What follows belongs to an exercise in optimizing a design on an open flow for small area; a production flow would make more cautious choices.
Function was checked by simulation only, so behaviour that the tests miss may differ from the original.
Power figures rest on the tool's default switching activity, not on a simulated workload.

JK:
## ddr4_access_top
module ddr4_access_top (
      input  wire         pr_logic_clk_clk,
      input  wire         iopll_locked,
      input  wire         pr_logic_mm_waitrequest,
      input  wire [511:0] pr_logic_mm_readdata,
      input  wire         pr_logic_mm_readdatavalid,
      output reg  [4:0]   pr_logic_mm_burstcount,
      output reg  [511:0] pr_logic_mm_writedata,
      output reg  [30:0]  pr_logic_mm_address,
      output reg          pr_logic_mm_write,
      output reg          pr_logic_mm_read,
      output reg  [63:0]  pr_logic_mm_byteenable,
      output reg          pr_logic_mm_debugaccess,
      input  wire         local_cal_success,
      input  wire         local_cal_fail,
      output wire         ddr4a_global_reset,
      output reg          pr_logic_reset,
      output reg          pr_logic_cra_waitrequest,
      output wire [31:0]  pr_logic_cra_readdata,
      output wire         pr_logic_cra_readdatavalid,
      input  wire [0:0]   pr_logic_cra_burstcount,
      input  wire [31:0]  pr_logic_cra_writedata,
      input  wire [13:0]  pr_logic_cra_address,
      input  wire         pr_logic_cra_write,
      input  wire         pr_logic_cra_read,
      input  wire [3:0]   pr_logic_cra_byteenable,
      input  wire         pr_logic_cra_debugaccess,
      input  wire         pr_logic_reset_reset_n
   );
Size: ~2400 cells after synthesis, roughly 1200 I/O pins.
Settings: LEC_CHECK=0, CAP_MARGIN=20, CORE_AREA=10 10 310 310, DIE_AREA=0 0 320 320, PLACE_DENSITY=0.75, SLEW_MARGIN=20; clock period 5.0 ns.
standard.sh (not shown) runs the stock make flow with config.mk's settings and CLKGATE_MAP_FILE= SYNTH_SCRIPT=/design/flow/synth_recipe.tcl, a recipe that flattens the netlist after the stock synthesis.
==> flow/flow/run.sh <==
#!/bin/bash
# The standard ORFS layout (standard.sh), with these changes:
# - the smallest buffer (buf_1) on every input and output port;
# - pins on met2 and met4 at the top and bottom edges (met3 at the sides);
# - one tie cell per constant instead of one per constant output;
# - a clock tree of small buffers without dummy loads.
set -euo pipefail
export CTS_ARGS="-sink_clustering_enable -repair_clock_nets -dont_use_dummy_load -buf_list sky130_fd_sc_hd__clkbuf_8 -sink_clustering_size 17 -sink_clustering_max_diameter 55"
bash standard.sh "BUFFER_PORTS_ARGS=-buffer_cell sky130_fd_sc_hd__buf_1" "IO_PLACER_V=met2 met4" "SKIP_REPAIR_TIE_FANOUT=1" finish > flow_make.log 2>&1
--- input diff JK..MS ---
- DIE_AREA: 0 0 320 320 -> 0 0 280 280
- CORE_AREA: 10 10 310 310 -> 10 10 270 270
- PLACE_DENSITY: 0.75 -> 0.8
--- a/flow/flow/run.sh
+++ b/flow/flow/run.sh
@@ -7,3 +7,3 @@
 set -euo pipefail
-export CTS_ARGS="-sink_clustering_enable -repair_clock_nets -dont_use_dummy_load -buf_list sky130_fd_sc_hd__clkbuf_8 -sink_clustering_size 17 -sink_clustering_max_diameter 55"
+export CTS_ARGS="-sink_clustering_enable -repair_clock_nets -dont_use_dummy_load -buf_list {sky130_fd_sc_hd__clkbuf_8 sky130_fd_sc_hd__clkbuf_16} -root_buf sky130_fd_sc_hd__clkbuf_8 -tree_buf sky130_fd_sc_hd__clkbuf_8 -sink_clustering_buffer sky130_fd_sc_hd__clkbuf_16 -sink_clustering_size 25 -sink_clustering_max_diameter 60"
 bash standard.sh "BUFFER_PORTS_ARGS=-buffer_cell sky130_fd_sc_hd__buf_1" "IO_PLACER_V=met2 met4" "SKIP_REPAIR_TIE_FANOUT=1" finish > flow_make.log 2>&1
==> comparison <==
- Number of gates on the worst path with buffers counted in MS vs JK: down 5
- Changes observed in MS relative to JK: average wire per cell in the routed design shows an increase of 1.9%, routed metal-1 wirelength decreased about 7%.
- JK vs MS, critical-path cell with the highest stage delay: sky130_fd_sc_hd__or4_1 vs sky130_fd_sc_hd__dfxtp_1

== juniper ==
ddr4_access_top, a different RTL version from the one above (not shown whole).
Size in the first run: ~2800 cells after synthesis, about 0.028 mm² of cells after synthesis.
==> flow/config.mk <==
export PLATFORM = sky130hd
export DESIGN_NAME = ddr4_access_top
export DESIGN_NICKNAME = ddr4_access_top
export VERILOG_FILES = /design/flow/design.v
export SDC_FILE = /design/flow/constraint.sdc
export NUM_CORES = 4
export LEC_CHECK = 0
export CAP_MARGIN = 20
export CORE_AREA = 10 10 270 270
export DIE_AREA = 0 0 280 280
export SLEW_MARGIN = 20
==> flow/constraint.sdc <==
create_clock -name core_clock -period 5.0 [get_ports {pr_logic_clk_clk}]
set_input_delay 1.0000 -clock core_clock [delete_from_list [all_inputs] [get_ports {pr_logic_clk_clk}]]
set_output_delay 1.0000 -clock core_clock [all_outputs]
set_load 0.01 [all_outputs]
==> flow/flow/run.sh <==
#!/bin/bash
# The standard ORFS layout (standard.sh), with these changes:
# - the smallest buffer (buf_1) on every input and output port;
# - pins on met2 and met4 at the top and bottom edges (met3 at the sides);
# - one tie cell per constant instead of one per constant output;
# - a clock tree of small buffers without dummy loads.
set -euo pipefail
export CTS_ARGS="-sink_clustering_enable -repair_clock_nets -dont_use_dummy_load -buf_list sky130_fd_sc_hd__clkbuf_8 -sink_clustering_size 14 -sink_clustering_max_diameter 50"
bash standard.sh "BUFFER_PORTS_ARGS=-buffer_cell sky130_fd_sc_hd__buf_1" "IO_PLACER_V=met2 met4" "SKIP_REPAIR_TIE_FANOUT=1" finish > flow_make.log 2>&1
For cedar, these inputs were changed with respect to juniper:
- swapping 0 0 280 280 for 0 0 300 300 in DIE_AREA
- swapping 10 10 270 270 for 10 10 290 290 in CORE_AREA
==> flow/flow/run.sh <==
#!/bin/bash
# Standard ORFS layout with these changes: the smallest buffer (buf_1) on every
# input and output port, vertical-edge pins on met2 and met4, and a clock tree
# of smaller buffers without dummy loads.
set -euo pipefail
export CTS_ARGS="-sink_clustering_enable -repair_clock_nets -dont_use_dummy_load -buf_list sky130_fd_sc_hd__clkbuf_8 -sink_clustering_size 14 -sink_clustering_max_diameter 50"
bash standard.sh "BUFFER_PORTS_ARGS=-buffer_cell sky130_fd_sc_hd__buf_1" "IO_PLACER_V=met2 met4" "SKIP_REPAIR_TIE_FANOUT=1" finish > flow_make.log 2>&1
Internal power: juniper vs cedar, no meaningful difference. Going from juniper to cedar, cell total after placement grew by a few percent. [compare] base=juniper new=cedar: met1 layer usage reported by global route fell 6.0 points; first-pass GRT wire length went down; final-layout worst hold slack lower. On static power due to leakage, juniper and cedar are neck and neck. juniper -> cedar: net switching power of the design increased slightly.

afterwards: timing with drivers on the ports:
In the flow no input, the clock included, has a driving cell. The finished layouts below were timed again as built, in two steps. Step 1 (the two cells are an assumption about what drives the block):
set clk [get_ports {pr_logic_clk_clk}]
set_driving_cell -lib_cell sky130_fd_sc_hd__clkbuf_16 $clk
set_driving_cell -lib_cell sky130_fd_sc_hd__buf_2 [delete_from_list [all_inputs] $clk]
Step 2 moves the port delays by t, midway between the first and last clock arrival at a register: inputs arrive t later, outputs are due t later. That takes back most of the time a late clock gives input paths. a / b / c = ideal ports / drivers / drivers and shift; a / b = the first two.
run | shift t [ns] | slack for setup (ns) | worst setup path after step 2
JK | 0.636 | 1.425 / 1.434 / 0.798 | input to register
MS | 0.760 | 1.524 / 1.473 / 0.990 | input to register
juniper | 0.703 | 0.771 / 0.771 / 0.771 | register to register
cedar | 0.706 | 0.875 / 0.875 / 0.875 | register to register
After both steps every run listed still meets setup and hold. For JK, which loses most, drivers alone change the setup slack by +0.009 ns; drivers and shift together by -0.627 ns.
